This is an optimization exercise on Yosys and OpenROAD, whose aim is small area and a short achievable clock period, not a production implementation.
In this exercise RTL edits were held to simulation tests only and were not proved equivalent to the original.

== job 7903 ==
Design FFT_TOB, start of the top module:
module FFT_TOB (
  input  wire signed [15:0] Input_re,
  input  wire signed [15:0] Input_Im,
  input  wire               cordic_Valid,
  input  wire               clk,
  input  wire               rst,
  output wire signed [15:0] Output_FFT_Re,
  output wire signed [15:0] Output_FFT_Im,
  output wire               Data_Valid
);
  reg [3:0] p;
  reg       dv;
  always @(posedge clk or negedge rst)
    if (!rst) begin
      p  <= 4'd0;
      dv <= 1'b0;
    end else begin
      if (cordic_Valid) p <= p + 4'd1;
      if (p == 4'd14)   dv <= 1'b1;
    end
  assign Data_Valid = dv;
  wire p3 = p[3], p2 = p[2], p1 = p[1], p0 = p[0];
  wire first = (p == 4'd0);
  wire last  = (p == 4'd15);
  reg [127:0] d1r, d1i;    
  reg [63:0]  d2r, d2i;    
  reg [31:0]  d3r, d3i;    
  reg [15:0]  d4r, d4i;    
  reg [15:0]  zr, zi;      
  reg [16:0]  y0, y1;      
  reg         yw1, yw3, yw9, yw2, yw6, yw4, yodp, yodn, yosp, yosn;
  reg [15:0]  ar, ai;      
  reg [15:0]  br, bi;      
  wire [15:0] xr = Input_re, xi = Input_Im;
  wire [15:0] r1r = d1r[127:112], r1i = d1i[127:112];
  wire [15:0] r2r = d2r[63:48],   r2i = d2i[63:48];
  wire [15:0] r3r = d3r[31:16],   r3i = d3i[31:16];
  wire [15:0] r4r = d4r,          r4i = d4i;
  wire [15:0] a1r, a1i, b1r, b1i;
  rca u_a1r (.a(r1r), .b(xr),  .ci(1'b0), .s(a1r));
  rca u_a1i (.a(r1i), .b(xi),  .ci(1'b0), .s(a1i));
  rca u_b1r (.a(r1r), .b(~xr), .ci(1'b1), .s(b1r));
  ...
==> flow/config.mk <==
export PLATFORM = sky130hd
export DESIGN_NAME = FFT_TOB
export DESIGN_NICKNAME = FFT_TOB
export VERILOG_FILES = /design/flow/design.v
export SDC_FILE = /design/flow/constraint.sdc
export NUM_CORES = 4
export LEC_CHECK = 0
export CAP_MARGIN = 20
export CORE_MARGIN = 2
export CORE_UTILIZATION = 40
export CTS_BUF_LIST = sky130_fd_sc_hd__clkbuf_8 sky130_fd_sc_hd__clkbuf_16
export CTS_CLUSTER_DIAMETER = 120
export CTS_CLUSTER_SIZE = 25
export PLACE_DENSITY = 0.75
export SLEW_MARGIN = 20
export BUFFER_PORTS_ARGS = -buffer_cell sky130_fd_sc_hd__buf_2
export SETUP_SLACK_MARGIN = 13.9
==> flow/constraint.sdc <==
create_clock -name core_clock -period 27.0 [get_ports {clk}]
set_input_delay 5.4000 -clock core_clock [delete_from_list [all_inputs] [get_ports {clk}]]
set_output_delay 5.4000 -clock core_clock [all_outputs]
set_load 0.01 [all_outputs]
standard.sh (not shown) runs the stock make flow with config.mk's settings and CLKGATE_MAP_FILE= SYNTH_SCRIPT=/design/flow/synth_recipe.tcl, a recipe that flattens the netlist after the stock synthesis.
==> flow/flow/run.sh <==
#!/bin/bash
cp standard.sh standard_sh_copy.log
echo "export BUFFER_PORTS_ARGS = -buffer_cell sky130_fd_sc_hd__buf_2" >> config.mk
echo "export SETUP_SLACK_MARGIN = 13.9" >> config.mk
bash standard.sh > standard.log 2>&1
Relative to job 7903, the following input files were edited for job 6113:
- removing PLACE_DENSITY (formerly 0.75)
- changing SETUP_SLACK_MARGIN from 13.9 to 14.2
==> flow/flow/run.sh <==
#!/bin/bash
cp standard.sh standard_sh_copy.log
echo "export BUFFER_PORTS_ARGS = -buffer_cell sky130_fd_sc_hd__buf_2" >> config.mk
echo "export SETUP_SLACK_MARGIN = 14.2" >> config.mk
bash standard.sh > standard.log 2>&1
==> notes.md <==
Job 6113 | status: complete | timing, DRC, antenna: pass
In summary, job 7903 completed successfully, with a layout that passed the timing, DRC and antenna checks.
Delta (job 6113 minus job 7903): multi-input logic area rose about 0.8%; number of cells upsized or downsized after cts higher.
Edits applied to the flow inputs when going from job 6113 to job 2999:
- a change of SETUP_SLACK_MARGIN from 14.2 to 13.3
- a deleted BUFFER_PORTS_ARGS that had been -buffer_cell sky130_fd_sc_hd__buf_2
==> flow/flow/run.sh <==
#!/bin/bash
cp standard.sh standard_sh_copy.log
echo "export SETUP_SLACK_MARGIN = 13.3" >> config.mk
bash standard.sh > standard.log 2>&1
Results
Job 2999 ran to completion and came out clean on the timing, DRC and antenna checks.
Taking job 6113 as the reference, in job 2999 maximum frequency -2.5 MHz; register fraction of the total cell area increased by 0.31 points relative to the old numbers.
Per the comparison of job 2999 with job 6113, slack of the critical path fell by 0.45 ns; critical path depth in cells fell by 14.
The following lists how job 4986 was set up differently from job 2999:
- putting BUFFER_PORTS_ARGS at -buffer_cell sky130_fd_sc_hd__buf_2 where nothing was set
- swapping 13.3 for 13.9 in SETUP_SLACK_MARGIN
- swapping 40 for 30 in CORE_UTILIZATION
==> flow/flow/run.sh <==
#!/bin/bash
cp standard.sh standard_sh_copy.log
echo "export BUFFER_PORTS_ARGS = -buffer_cell sky130_fd_sc_hd__buf_2" >> config.mk
echo "export SETUP_SLACK_MARGIN = 13.9" >> config.mk
bash standard.sh > standard.log 2>&1
==> comparison <==
Compared with job 2999, job 4986 ends up with a larger final cell area.
The post-route worst hold slack in job 4986 sits 0.0072 ns above the value recorded for job 2999.
Number of cells on the critical path (lower): job 2999
Job 4986 vs job 2999, total global-route track usage went down by 5.2 points.
Job 2999 vs job 4986, cell type of the slowest stage on the worst timing path: clkdlybuf4s50_1 vs fa_2

Setup of v7:
FFT_TOB again, from the RTL that the note above started with.
## FFT_TOB
module FFT_TOB (
  input  wire signed [15:0] Input_re,
  input  wire signed [15:0] Input_Im,
  input  wire               cordic_Valid,
  input  wire               clk,
  input  wire               rst,
  output wire signed [15:0] Output_FFT_Re,
  output wire signed [15:0] Output_FFT_Im,
  output wire               Data_Valid
);
Settings: LEC_CHECK=0, CAP_MARGIN=20, CORE_MARGIN=2, CORE_UTILIZATION=40, CTS_BUF_LIST=sky130_fd_sc_hd__clkbuf_8 sky130_fd_sc_hd__clkbuf_16, CTS_CLUSTER_DIAMETER=120, CTS_CLUSTER_SIZE=25, SLEW_MARGIN=20, TNS_END_PERCENT=0, BUFFER_PORTS_ARGS=-buffer_cell sky130_fd_sc_hd__buf_2, SETUP_SLACK_MARGIN=13.9; clock period 27.0 ns.
==> flow/flow/run.sh <==
#!/bin/bash
cp standard.sh standard_sh_copy.log
echo "export BUFFER_PORTS_ARGS = -buffer_cell sky130_fd_sc_hd__buf_2" >> config.mk
echo "export SETUP_SLACK_MARGIN = 13.9" >> config.mk
bash standard.sh > standard.log 2>&1
Edits applied to the flow inputs when going from v7 to v11:
Settings: putting GPL_TIMING_DRIVEN at 0 where nothing was set; clearing TNS_END_PERCENT, which used to be 0.
Summary — global-route usage, v11 relative to v7: higher, by 3.2 points. From v7 to v11 the numbers moved as follows: clock-pin slew of the registers on the worst-case setup and hold paths barely changed; maximum fanout encountered on the critical timing path climbed 2. v11: all stages complete, timing, DRC and antenna checks passed.
Changes in v23 relative to v11:
Settings: clearing GPL_TIMING_DRIVEN, which used to be 0; swapping 120 for 110 in CTS_CLUSTER_DIAMETER; swapping 25 for 22 in CTS_CLUSTER_SIZE.
--- outcome ---
Final critical-path required period for v23: 0.27 ns down relative to v11
v23 has aggregate global-route resource usage below what v11 had.
Compared v23 vs v11, and remaining max-slew budget at the tightest pin is down in v23.
Looking at class of the most critical setup path, the flip-flop to output port result is from v11; the input pin to output port one comes from v23.

[separate check: timing with driven ports]
The results above use ideal ports. As a check the final layouts listed here were re-extracted and re-timed, cells and wires unchanged.
Step 1: set_driving_cell puts a clkbuf_16 on clk and a buf_2 on each other input, an assumption about the parent block.
Step 2 moves the port delays by t, midway between the first and last clock arrival at a register: inputs arrive t later, outputs are due t later. That takes back most of the time a late clock gives input paths.
a / b / c = no drivers / after step 1 / after step 2; a / b = the first two.
run	t (ns)	slack for setup (ns)	hold slack, ns	worst register clock-pin slew, ns	worst slew at a driven data input, ns
job 7903	0.669	13.847 / 13.780 / 13.436	0.316 / 0.316 / 0.316	0.11 / 0.11	0.09
job 6113	0.688	13.838 / 13.773 / 13.645	0.310 / 0.310 / 0.310	0.12 / 0.12	0.13
job 2999	0.691	13.391 / 13.364 / 13.364	0.313 / 0.313 / 0.313	0.11 / 0.11	0.07
job 4986	0.691	13.819 / 13.754 / 13.526	0.321 / 0.321 / 0.321	0.11 / 0.11	0.16
v7	0.674	13.742 / 13.637 / 13.509	0.322 / 0.322 / 0.322	0.12 / 0.12	0.12
v11	0.692	13.617 / 13.555 / 13.607	0.313 / 0.313 / 0.313	0.12 / 0.12	0.07
v23	0.647	13.886 / 13.754 / 13.441	0.303 / 0.303 / 0.303	0.11 / 0.11	0.14
After both steps every run listed still meets setup and hold. The setup slack of v23, which loses most, moves by -0.132 ns with the drivers and by -0.445 ns with both steps.
